Context: an optimization exercise on an open-source flow, tuned for small area. The choices shown serve that exercise and are no tape-out recipe.
In this exercise RTL edits were held to simulation tests only and were not proved equivalent to the original.
No activity file was given, so power comes from the tool's default toggle rates.

==> flow/design.v <==
module num_to_svnseg(
    input [3:0] in,
    output [6:0] out);
    reg [6:0] hex_encoding;
    always @(*) begin
        case (in)
            4'h0: hex_encoding <= 7'h7E;
            4'h1: hex_encoding <= 7'h30;
            4'h2: hex_encoding <= 7'h6D;
            4'h3: hex_encoding <= 7'h79;
            4'h4: hex_encoding <= 7'h33;
            4'h5: hex_encoding <= 7'h5B;
            4'h6: hex_encoding <= 7'h5F;
            4'h7: hex_encoding <= 7'h70;
            4'h8: hex_encoding <= 7'h7F;
            4'h9: hex_encoding <= 7'h7B;
            4'hA: hex_encoding <= 7'h77;
            4'hB: hex_encoding <= 7'h1F;
            4'hC: hex_encoding <= 7'h4E;
            4'hD: hex_encoding <= 7'h3D;
            4'hE: hex_encoding <= 7'h4F;
            default: hex_encoding <= 7'h47;
        endcase
    end
    assign out = ~hex_encoding;
endmodule
module svnseg_controller(
    input clk,
    input rst,
    input [3:0] num3,
    input [3:0] num2,
    input [3:0] num1,
    input [3:0] num0,
    output dig1,
    output dig2,
    output dig3,
    output dig4,
    output seg0,
    output seg1,
    output seg2,
    output seg3,
    output seg4,
    output seg5,
    output seg6,
    output seg7);
    reg [11:0] counter;
    reg edited_clk;
    wire tick = (counter == 0) && !edited_clk;
    always @(posedge clk) begin
        if (rst) begin
            edited_clk <= 1'b0;
            counter <= 0;
        end else begin
            if (counter == 0)
                edited_clk <= !edited_clk;
            counter <= counter + 1;
        end
    end
    reg [1:0] state;
    reg [3:0] digit_select;
    reg [6:0] curr_output;
    wire [6:0] svn3, svn2, svn1, svn0;
    num_to_svnseg decode3(
        .in(num3),
        .out(svn3));
    num_to_svnseg decode2(
        .in(num2),
        .out(svn2));
    num_to_svnseg decode1(
        .in(num1),
        .out(svn1));
    num_to_svnseg decode0(
        .in(num0),
        .out(svn0));
    always @(posedge clk) begin
        if (rst) begin
            state <= 2'b00;
            digit_select <= 4'b1111;
            curr_output <= 7'h7F;
        end else if (tick)
        case (state)
            2'b00: begin
                digit_select <= 4'b1110;
                curr_output <= svn0;
                state <= 2'b01;
            end
            2'b01: begin
                digit_select <= 4'b1101;
                curr_output <= svn1;
                state <= 2'b10;
            end
            2'b10: begin
                digit_select <= 4'b1011;
                curr_output <= svn2;
                state <= 2'b11;
            end
            2'b11: begin
                digit_select <= 4'b0111;
                curr_output <= svn3;
                state <= 2'b00;
            end
        endcase
    end
    assign {dig4, dig3, dig2, dig1} = digit_select;
    assign {seg0, seg1, seg2, seg3, seg4, seg5, seg6, seg7} = {curr_output, 1'b1};
endmodule
module uart_rx(
    input clk,
    input rst,
    input uart_rxd,
    output reg data_valid,
    output reg [7:0] data);
    parameter CLKS_PER_BIT = 433;  
    parameter IDLE = 0, START_BIT = 1, SAMPLING = 2, STOP_BIT = 3;
    reg [1:0] state;
    reg [3:0] bit_index;
    reg [9:0] counter;
    always @(posedge clk) begin
        if (rst) begin
            state <= IDLE;
            bit_index <= 0;
            counter <= 0;
            data_valid <= 1'b0;
            data <= 8'h00;
        end else
        case (state)
            IDLE: begin
                data_valid <= 1'b0;
                if (uart_rxd == 1'b0) begin
                    state <= START_BIT;
                end
            end
            START_BIT: begin
                if (counter < CLKS_PER_BIT/2)
                    counter <= counter + 1;
                else begin
                    counter <= 0;
                    if (uart_rxd == 1'b0) begin
                        state <= SAMPLING;
                    end else
                        state <= IDLE;
                end
            end
            SAMPLING: begin
                if (counter < CLKS_PER_BIT-1)
                    counter <= counter + 1;
                else begin
                    data[bit_index] <= uart_rxd;
                    counter <= 0;
                    if (bit_index < 7) begin
                        bit_index <= bit_index + 1;
                    end else begin
                        bit_index <= 0;
                        state <= STOP_BIT;
                    end
                end
            end
            STOP_BIT: begin
                if (counter < CLKS_PER_BIT + CLKS_PER_BIT/2)
                    counter <= counter + 1;
                else begin
                    counter <= 0;
                    data_valid <= 1'b1;
                    state <= IDLE;
                end
            end
            default:
                state <= IDLE;
        endcase
    end
endmodule
module uart_tx(
    input clk,
    input rst,
    input data_valid,
    input [7:0] data,
    output reg uart_txd);
    parameter CLKS_PER_BIT = 433;  
    parameter IDLE = 0, START_BIT = 1, TRANSMIT = 2, STOP_BIT = 3;
    reg [2:0] state;
    reg [3:0] bit_index;
    reg [8:0] counter;
    reg [7:0] data_byte;
    always @(posedge clk) begin
        if (rst) begin
            state <= IDLE;
            bit_index <= 0;
            counter <= 0;
            uart_txd <= 1'b1;
        end else
        case (state)
            IDLE: begin
                uart_txd <= 1'b1;
                if (data_valid) begin
                    state <= START_BIT;
                    data_byte <= data;
                end
            end
            START_BIT: begin
                uart_txd <= 1'b0;
                if (counter < CLKS_PER_BIT-1) begin
                    counter <= counter + 1;
                end else begin
                    counter <= 0;
                    state <= TRANSMIT;
                end
            end
            TRANSMIT: begin
                if (counter < CLKS_PER_BIT-1) begin
                    counter <= counter + 1;
                    uart_txd <= data_byte[bit_index];
                end else begin
                    counter <= 0;
                    if (bit_index < 7) begin
                        bit_index <= bit_index + 1;
                    end else begin
                        bit_index <= 0;
                        state <= STOP_BIT;
                    end
                end
            end
            STOP_BIT: begin
                uart_txd <= 1'b1;
                if (counter < CLKS_PER_BIT-1) begin
                    counter <= counter + 1;
                end else begin
                    counter <= 0;
                    state <= IDLE;
                end
            end
        endcase
    end
endmodule
module tonegen
(
    input clk,
    input rst,
    input [7:0] data,
    input data_valid,
    output signal
);
    parameter C=191_110, CSHARP=180_388, D=170_265, DSHARP=160_705, E=151_685, F=143_172,
    FSHARP=135_138, G=127_551, GSHARP=120_395, A=113_636, ASHARP=107_259, B=101_239, COCTAVE=95_557;
    reg prev_dv;
    reg [18:0] note_period;
    reg [18:0] counter;
    reg waveform;
    reg mute;
    reg [24:0] mute_counter;
    wire start = !prev_dv && data_valid;
    wire expire = (mute_counter == 25'd12_500_000);
    wire mute_n = start ? 1'b0 : (expire ? 1'b1 : mute);
    wire [24:0] mute_counter_n = (start || expire) ? 25'd0 : mute_counter;
    always @(posedge clk) begin
        if (rst) begin
            prev_dv <= 1'b0;
            note_period <= C;
            counter <= 0;
            waveform <= 1'b0;
            mute <= 1'b1;
            mute_counter <= 0;
        end else begin
            if (start) begin
                case (data)
                    8'h61: note_period <= C;
                    8'h77: note_period <= CSHARP;
                    8'h73: note_period <= D;
                    8'h65: note_period <= DSHARP;
                    8'h64: note_period <= E;
                    8'h66: note_period <= F;
                    8'h74: note_period <= FSHARP;
                    8'h67: note_period <= G;
                    8'h79: note_period <= GSHARP;
                    8'h68: note_period <= A;
                    8'h75: note_period <= ASHARP;
                    8'h6A: note_period <= B;
                    8'h6B: note_period <= COCTAVE;
                    default: note_period <= C;
                endcase
            end
            mute <= mute_n;
            if (!mute_n) begin
                mute_counter <= mute_counter_n + 1;
                if (counter == note_period) begin
                    counter <= 0;
                    waveform <= !waveform;
                end
                else
                    counter <= counter + 1;
            end
            else
                mute_counter <= mute_counter_n;
            prev_dv <= data_valid;
        end
    end
    assign signal = !mute && waveform;
endmodule
module synth
(
    input FPGA_CLK,
    input RESET,
    input UART_RXD,
    output UART_TXD,
    output SVNSEG_DIG1,
    output SVNSEG_DIG2,
    output SVNSEG_DIG3,
    output SVNSEG_DIG4,
    output SVNSEG_SEG0,
    output SVNSEG_SEG1,
    output SVNSEG_SEG2,
    output SVNSEG_SEG3,
    output SVNSEG_SEG4,
    output SVNSEG_SEG5,
    output SVNSEG_SEG6,
    output SVNSEG_SEG7,
    output BEEP
);
    wire rx = !UART_RXD;
    wire tx;
    assign UART_TXD = !tx;
    wire valid;
    wire [7:0] data_byte;
    uart_rx uart_rx_inst
    (
        .clk(FPGA_CLK),
        .rst(RESET),
        .uart_rxd(rx),
        .data(data_byte),
        .data_valid(valid)
    );
    uart_tx uart_tx_inst
    (
        .clk(FPGA_CLK),
        .rst(RESET),
        .data(data_byte),
        .data_valid(valid),
        .uart_txd(tx)
    );
    svnseg_controller controller_inst
    (
        .clk(FPGA_CLK),
        .rst(RESET),
        .num3(4'h0),
        .num2(4'h0),
        .num1(data_byte[7:4]),
        .num0(data_byte[3:0]),
        .dig1(SVNSEG_DIG1),
        .dig2(SVNSEG_DIG2),
        .dig3(SVNSEG_DIG3),
        .dig4(SVNSEG_DIG4),
        .seg0(SVNSEG_SEG0),
        .seg1(SVNSEG_SEG1),
        .seg2(SVNSEG_SEG2),
        .seg3(SVNSEG_SEG3),
        .seg4(SVNSEG_SEG4),
        .seg5(SVNSEG_SEG5),
        .seg6(SVNSEG_SEG6),
        .seg7(SVNSEG_SEG7)
    );
    tonegen tonegen_inst
    (
        .clk(FPGA_CLK),
        .rst(RESET),
        .data(data_byte),
        .data_valid(valid),
        .signal(BEEP)
    );
endmodule
==> flow/run.sh <==
#!/bin/bash
# synth_recipe.tcl (not shown) runs the flow's synth.tcl, then flattens the netlist and writes it again
# the make line also repeats each setting of config.mk as NAME=value (left out here)
make -C /OpenROAD-flow-scripts/flow DESIGN_CONFIG=/design/flow/config.mk WORK_HOME=/design/flow/orfs CLKGATE_MAP_FILE= SYNTH_SCRIPT=/design/flow/synth_recipe.tcl finish
==> flow/config.mk <==
export PLATFORM = sky130hd
export DESIGN_NAME = synth
export DESIGN_NICKNAME = synth
export VERILOG_FILES = /design/flow/design.v
export SDC_FILE = /design/flow/constraint.sdc
export NUM_CORES = 4
export LEC_CHECK = 0
export CAP_MARGIN = 20
export CORE_MARGIN = 2
export CORE_UTILIZATION = 40
export SLEW_MARGIN = 20
==> flow/constraint.sdc <==
create_clock -name core_clock -period 10.0 [get_ports {FPGA_CLK}]
set_input_delay 2.0000 -clock core_clock [delete_from_list [all_inputs] [get_ports {FPGA_CLK}]]
set_output_delay 2.0000 -clock core_clock [all_outputs]
set_load 0.01 [all_outputs]
==> impl_metrics.toml <==
[outcome]
status = "finished clean"

[clock_network]
clockBufferDepth = 2
cts_resized = 0
cts.clk_slew.worst_paths_ns = 0.07
htreeDepth = 4
cts_tree = "done"
cts.sinks = 154
cts-root-buf = "clkbuf_16"
numCtsBuffers = 17
cts_setup_buffers = 0
postCtsHoldBufs = 0
clock_latency_ns = 0.43

[sta]
hold_viol = 0
min_period_ns = 3.79
tns_ns = 0
fin_worst_hold_slack_ns = 0.454
finalSetupViolCount = 0
tightest_slew_ns = 1.05
fmaxAchievable_mhz = 264
rsz0062_at_grt = "false"
max-slew-margin-rel_pct = 30.0
period_share_pct = 37.9
finalMaxSlewViolations = 0
finalClockSkew_ns = 0.00877

[synth]
seq_area_frac_synth_pct = 39.5
netlist_area_sq_um = 8000
synth_ff_type = "dfxtp_1"
synth_cell_types = 73
syn-num-nets = 996
postSynthCellCount = 954
syn_avg_cell_area_sq_um = 8.38
ys_ff_latch = 154
async_flop_share_pct = 0
ys_warn_count = 5
synth_edf_count = 8

[drt]
wirelength_um = 16600
drtAntennaViolNets = 0
first_pass_iters = 5
drt_iter0_markers = 341
vias = 6406
routedWlPerCell_um = 13.6
drc_errors = 0
routed_via_density = 5.23

[grt]
grt_pass1_vias = 5918
grt_pass1_wl_um = 28600
grt_use_total_pct = 16.0
antenna_found_initial = 0
grt_max_degree = 54
gr-total-overflow = 0

[floorplanning]
rows = 51
die_area_sq_um = 21100
ios = 17
die_y_um = 145
core_sq_um = 19500
start_util_pct = 41.0
die_width_um = 145

[critical_path]
slowest_stage = "clkdlybuf4s50_1"
worstSetupPathType = "in -> reg"
end_kind = "flip-flop"
cp_slowest_stage_delay_ns = 0.46
cp.buffers_inverters = 2
arrival_ns = 4.10
crit_path_max_fanout = 7
path_delay_family = "simple AND/OR/NAND/NOR gates"
worstPathCellList = "clkdlybuf4s50_1 -> inv_1 -> and4_1 -> a22oi_1 -> or2_2 -> ha_1 -> mux2i_1 -> a22oi_1 -> or2_2"
start_kind = "input port"
crit_required_ns = 10.31

[cells_and_area]
num-nets-final = 989
drive_above_1_share_pct = 5.63
n_fill_cell = 1931
fin_util_pct = 45.6
final_cells = 1224
mostFrequentLayoutCells = "146 x nor2_1, 146 x dfxtp_1, 73 x a21oi_1, 66 x nand2_1, 40 x xor2_1"
num_antenna_cells = 0
syn2layout_area_growth_pct = 11.4

[placed_design]
placedCellCount = 1193
port_buffers = 15
hpwlAfterDp_um = 11100
place.gp.congestion = 0.858

[power]
p_leak_nw = 3.29
power.density_nw_per_um2 = 157
finalPower_mw = 1.40
irDropWorstVdd_v = 0.000108

[min_path]
hold_class = "reg -> reg"

[flow_run]
maxCapViolations = 0
## layout make-up
cell class	instances	area (sq um)	share of cell area [%]
Inverter	33	124	1.39
Sequential cell	154	3160	35.5
Tap cell	265	332	3.72
Clock inverter	13	159	1.78
Timing Repair Buffer	18	170	1.91
Multi-Input combinational cell	723	4530	50.9
Clock buffer	18	429	4.82
## layer usage
metal  share of wire [%]  track usage [%]  wire length, um  up-vias
met4                0.98             4.17              163        0
met2                  46             25.9             7720      103
li1                    -                -                -     3321
met3                 3.2             3.95              535       13
met1                  49             21.5             8190     2969
met5                   0                0                0        -
## path summary, 6_finish.rpt
| kind | startpoint | endpoint | slack, ns | cells past startpoint |
|---|---|---|---|---|
| max | UART_RXD | controller_inst.decode1.hex_encoding[5] | 6.21 | 9 |
| min | controller_inst.edited_clk | controller_inst.edited_clk | 0.45 | 2 |
| max reg2reg | uart_rx_inst.bit_index[0] | controller_inst.decode1.hex_encoding[5] | 6.51 | 11 |
| min reg2reg | controller_inst.edited_clk | controller_inst.edited_clk | 0.45 | 2 |
## synth_stat cells, drive strengths merged (18+ instances only)
library cell / count / share of area [%]
xor2: 40 / 4.4
a21oi: 73 / 4.6
nand2: 67 / 3.2
nor2: 146 / 6.9
nand4: 21 / 1.7
clkbuf: 38 / 1.8
nand3: 40 / 2.6
nor2b: 18 / 1.4
o21ai: 40 / 2.6
ha: 39 / 6.1
xnor2: 34 / 3.7
inv: 33 / 1.5
dfxtp: 146 / 37
## where the power goes
group	switching (mW)	leakage, nW	internal [mW]
Clock	0.273	0.284	0.375
Sequential	0.0115	1.26	0.634
Combinational	0.0566	1.74	0.0458
Total	0.341	3.29	1.05
## worst reg2reg max path, cell delays in order (launching register included)
cell and delay (ns):
dfxtp_1 0.53, inv_1 0.16, ha_1 0.27, and3b_1 0.17
a31oi_1 0.44, nor2_1 0.17, and3_1 0.22, a211oi_1 0.56
ha_1 0.37, mux2i_1 0.14, a22oi_1 0.08, or2_2 0.29
## through the flow
step | area, sq um | setup WS (ns)
final | 8910 | 6.21
after global routing | 8910 | 6.01
after CTS | 8910 | 6.24
after detailed placement | 8320 | 5.79
after global placement | 8320 | 5.82
after floorplan | 8000 | 6.32
## logic make-up (layout without fill, tap and decap cells)
group	after synthesis	after routing	share of synthesized area (%)
buf+inv	77	82	3.82
simple gates	389	389	23.7
other cells	1	1	0.0469
flops	154	154	39.5
mux	17	17	2.49
fa+ha+maj	39	39	6.10
xor+xnor	74	74	8.10
compound gates	203	203	16.2
## sequential cells by signal, summed over array words and instances (netlist names), 4 cells and up, named ones only
name,count
tonegen_inst.mute_counter,25
tonegen_inst.counter,19
tonegen_inst.note_period,18
controller_inst.counter,12
uart_rx_inst.counter,10
uart_tx_inst.counter,9
uart_rx_inst.data,8
uart_tx_inst.data_byte,8
controller_inst.curr_output,7
controller_inst.decode0.hex_encoding,7
controller_inst.decode1.hex_encoding,7
controller_inst.digit_select,4
uart_rx_inst.bit_index,4
uart_tx_inst.bit_index,4

## afterwards: timing with drivers on the ports
How much do the figures lean on ideal ports? The routed layout below was timed once more, with nothing changed but the port constraints.
Step 1: set_driving_cell puts a clkbuf_16 on FPGA_CLK and a buf_2 on each other input, an assumption about the parent block.
Step 2 adds t to the input delays and takes it off the output delays; t is the mean of the earliest and latest rising clock arrival at the registers after step 1. Input paths then give back, and output paths get back, about the clock's delay inside the block.
Slacks: ideal / step 1 / step 2; pairs: ideal / step 1.
t, ns: 0.469
setup WS [ns]: 6.207 / 6.233 / 5.764
worst setup path at the end: input to register
latest minus earliest clock arrival (ns): 0.011 / 0.011
slew at the worst register clock pin (ns): 0.07 / 0.07
After both steps setup and hold are still met in this run. For this run, drivers alone change the setup slack by +0.026 ns; drivers and shift together by -0.443 ns.
